This design comes from an exercise in tuning for small area on the open sky130 flow, not from production work.
Function was checked by simulation only, so behaviour that the tests miss may differ from the original.
Power and IR drop assume default switching activity.

==> module Clk_Div, before the edit <==
module Clk_Div #(
	parameter W = 4,
	parameter [W-1:0] TAPS = 0,
	parameter [W-1:0] S0 = 1,
	parameter [W-1:0] TERM = 0,
	parameter [W-1:0] MASK = 0,
	parameter [W-1:0] DIFF = 0
	)(
	input clk,
	input reset,
	output tick
	);
	localparam [W-1:0] POL = {((W+1)/2){2'b10}};
	reg [W-1:0] r;
	wire [W-1:0] s = r ^ POL;
	assign tick = ((s ^ TERM) & MASK) == {W{1'b0}};
	wire fb = ^(s & TAPS);
	wire [W-1:0] nxt = {s[W-2:0], fb};
	wire [W-1:0] ld = {W{reset}} | (DIFF & {W{tick}});
	always @(posedge clk)
		r <= (ld & (S0 ^ POL)) | (~ld & (nxt ^ POL));
endmodule
clock: 20.0 ns
lec_check: 0
cap_margin: 20
core_margin: 2
core_utilization: 70
slew_margin: 20
standard.sh (not shown) runs the stock make flow with config.mk's settings and CLKGATE_MAP_FILE= SYNTH_SCRIPT=/design/flow/synth_recipe.tcl, a recipe that flattens the netlist after the stock synthesis.
==> flow/flow/run.sh <==
#!/bin/bash
# The standard layout (standard.sh) with two changes:
# - clock tree synthesis without dummy loads, with one level of sink
#   clusters of up to 34 flip-flops within 90 um, all on clkbuf_16;
# - the smallest buffer (buf_1) on the input and output ports.
export CTS_ARGS="-sink_clustering_enable -repair_clock_nets -dont_use_dummy_load -buf_list sky130_fd_sc_hd__clkbuf_16 -root_buf sky130_fd_sc_hd__clkbuf_16 -sink_clustering_buffer sky130_fd_sc_hd__clkbuf_16 -sink_clustering_levels 1 -sink_clustering_size 34 -sink_clustering_max_diameter 90"
export BUFFER_PORTS_ARGS="-buffer_cell sky130_fd_sc_hd__buf_1"
bash standard.sh > standard.log 2>&1
Change:
--- a/flow/design.v
+++ b/flow/design.v
@@ -33,12 +33,14 @@
 	reg [W-1:0] r;
 	wire [W-1:0] s = r ^ POL;
 	assign tick = ((s ^ TERM) & MASK) == {W{1'b0}};
 	wire fb = ^(s & TAPS);
-	wire [W-1:0] nxt = {s[W-2:0], fb};
-	wire [W-1:0] ld = {W{reset}} | (DIFF & {W{tick}});
-	always @(posedge clk)
-		r <= (ld & (S0 ^ POL)) | (~ld & (nxt ^ POL));
+	wire [W-1:0] nxt = {s[W-2:0], fb} ^ (DIFF & {W{tick}});
+	always @(posedge clk)
+		if (reset)
+			r <= S0 ^ POL;
+		else
+			r <= nxt ^ POL;
 endmodule
 `timescale 1ns / 1ps
 module MainSound(
     input clk,
Critical path depth falls by 1.
Routed wire length went down by 5.4%.
Die area rose by 0.38%.
Global-route usage decreases by 1.5 points.
Synthesized area climbs by 0.39%.
Cell area stays flat.
Register-to-register slack improves by 40 ps.
Cell count stays the same.
Total power is about the same.
Clock-buffer cell count is unchanged.

JK:
RTL: one of the versions met above, not the one the previous note started from.
For scale: ~960 cells after synthesis, roughly 260 flip-flops, about 19 I/O pins, roughly 0.0094 mm² of cells after synthesis.
clock: 20.0 ns
lec_check: 0
cap_margin: 20
core_margin: 2
core_utilization: 70
slew_margin: 20
==> flow/flow/run.sh <==
#!/bin/bash
# Standard layout with two changes: clock tree synthesis without dummy loads
# and with larger sink clusters, and the smallest buffer on the ports.
export CTS_ARGS="-sink_clustering_enable -repair_clock_nets -dont_use_dummy_load -buf_list sky130_fd_sc_hd__clkbuf_8 -root_buf sky130_fd_sc_hd__clkbuf_16 -sink_clustering_buffer sky130_fd_sc_hd__clkbuf_16 -sink_clustering_size 40 -sink_clustering_max_diameter 60"
export BUFFER_PORTS_ARGS="-buffer_cell sky130_fd_sc_hd__buf_1"
bash standard.sh > standard.log 2>&1
Setup changes, JK to MS
--- a/flow/design.v
+++ b/flow/design.v
@@ -1,17 +1,17 @@
 `timescale 1ns / 1ps
 module ROM(
     input [4:0] address,
     output [5:0] data
     );
-	localparam [31:0] ROW0 = 32'b10001000010010001000000010000000;
-	localparam [31:0] ROW1 = 32'b11011101101100111110010010001011;
-	localparam [31:0] ROW2 = 32'b10000100101000001010001111110100;
-	localparam [31:0] ROW3 = 32'b11010001110011101010001010101000;
-	localparam [31:0] ROW4 = 32'b11010111101100101011110010001000;
-	localparam [31:0] ROW5 = 32'b11111011110010101101100011001000;
+	localparam [31:0] ROW0 = 32'b00000000000000000010001110000110;
+	localparam [31:0] ROW1 = 32'b11011001110000111000111111110010;
+	localparam [31:0] ROW2 = 32'b01010110001101011100001110000000;
+	localparam [31:0] ROW3 = 32'b01000100000011001010111111110100;
+	localparam [31:0] ROW4 = 32'b01111000000000111001111111111000;
+	localparam [31:0] ROW5 = 32'b11100000000000000111111111111111;
 	assign data[0] = ROW0[address];
 	assign data[1] = ROW1[address];
 	assign data[2] = ROW2[address];
 	assign data[3] = ROW3[address];
 	assign data[4] = ROW4[address];
 	assign data[5] = ROW5[address];
@@ -162,32 +162,31 @@
 	wire take = ~teclas[5] | (teclas[4:0] == 5'd0);
 	wire [5:0] s = take ? teclas : sel_q;
 	reg lvl;
 	wire lvl_n = (s == 6'd0) ? lvl : o[s[4:0]];
 	wire step = lvl_n & ~lvl;
 	reg [4:0] addr;
-	wire addr_fb = addr[4] ^ addr[1] ^ (addr[3:0] == 4'd0);
 	reg played;
 	wire [5:0] rom_q;
 	ROM samples_rom(addr, rom_q);
 	assign sample = played ? rom_q : 6'd0;
 	always @(posedge clk)
 		if (reset)
 		begin
 			sel_q <= 6'd0;
 			lvl <= 1'b0;
-			addr <= 5'd14;
+			addr <= 5'd31;
 			played <= 1'b0;
 		end
 		else
 		begin
 			sel_q <= s;
 			lvl <= lvl_n;
 			if (step)
 			begin
-				addr <= {addr[3:0], addr_fb};
+				addr <= addr + 5'd1;
 				played <= 1'b1;
 			end
 		end
 endmodule
 `timescale 1ns / 1ps
 module Logica_VGA(
JK → MS: combinational fraction of design power rose by 3.0 points, first-pass iteration count of the detailed router rose by 3, area of the multi-input gates rose by 8.7%, number of fill cells rose by 47.
The run showing the greater post-synthesis net count is MS.
JK → MS: post-detailed-routing wire length saw an increase; worst setup slack dropped 0.49 ns; transition time at the pin with the least slew margin higher; first-pass GRT wire length rose about 9%; adder-cell share of the synthesized area shows an increase of 1.2 points.
[diff] die area, MS relative to JK: regression

re-timing with driven ports:
In the flow no input, the clock included, has a driving cell. The finished layouts below were timed again as built, in two steps. Step 1 assumes that a clkbuf_16 drives the clock port and a buf_2 every other input. Step 2 adds t to the input delays and takes it off the output delays; t is the mean of the earliest and latest rising clock arrival at the registers after step 1. Input paths then give back, and output paths get back, about the clock's delay inside the block. a / b / c = ideal / step 1 / step 2; a / b = the first two.
run | t, ns | setup WS [ns] | pins driven straight from the clock port
the first run of note 1 | 0.499 | 12.799 / 12.818 / 12.319 | 1
the second run of note 1 | 0.492 | 12.985 / 13.003 / 12.511 | 1
JK | 0.507 | 12.933 / 12.953 / 12.446 | 1
MS | 0.508 | 12.445 / 12.443 / 11.935 | 1
After both steps setup and hold are still met in every run listed. The setup slack of MS, which loses most, moves by -0.002 ns with the drivers and by -0.510 ns with both steps.
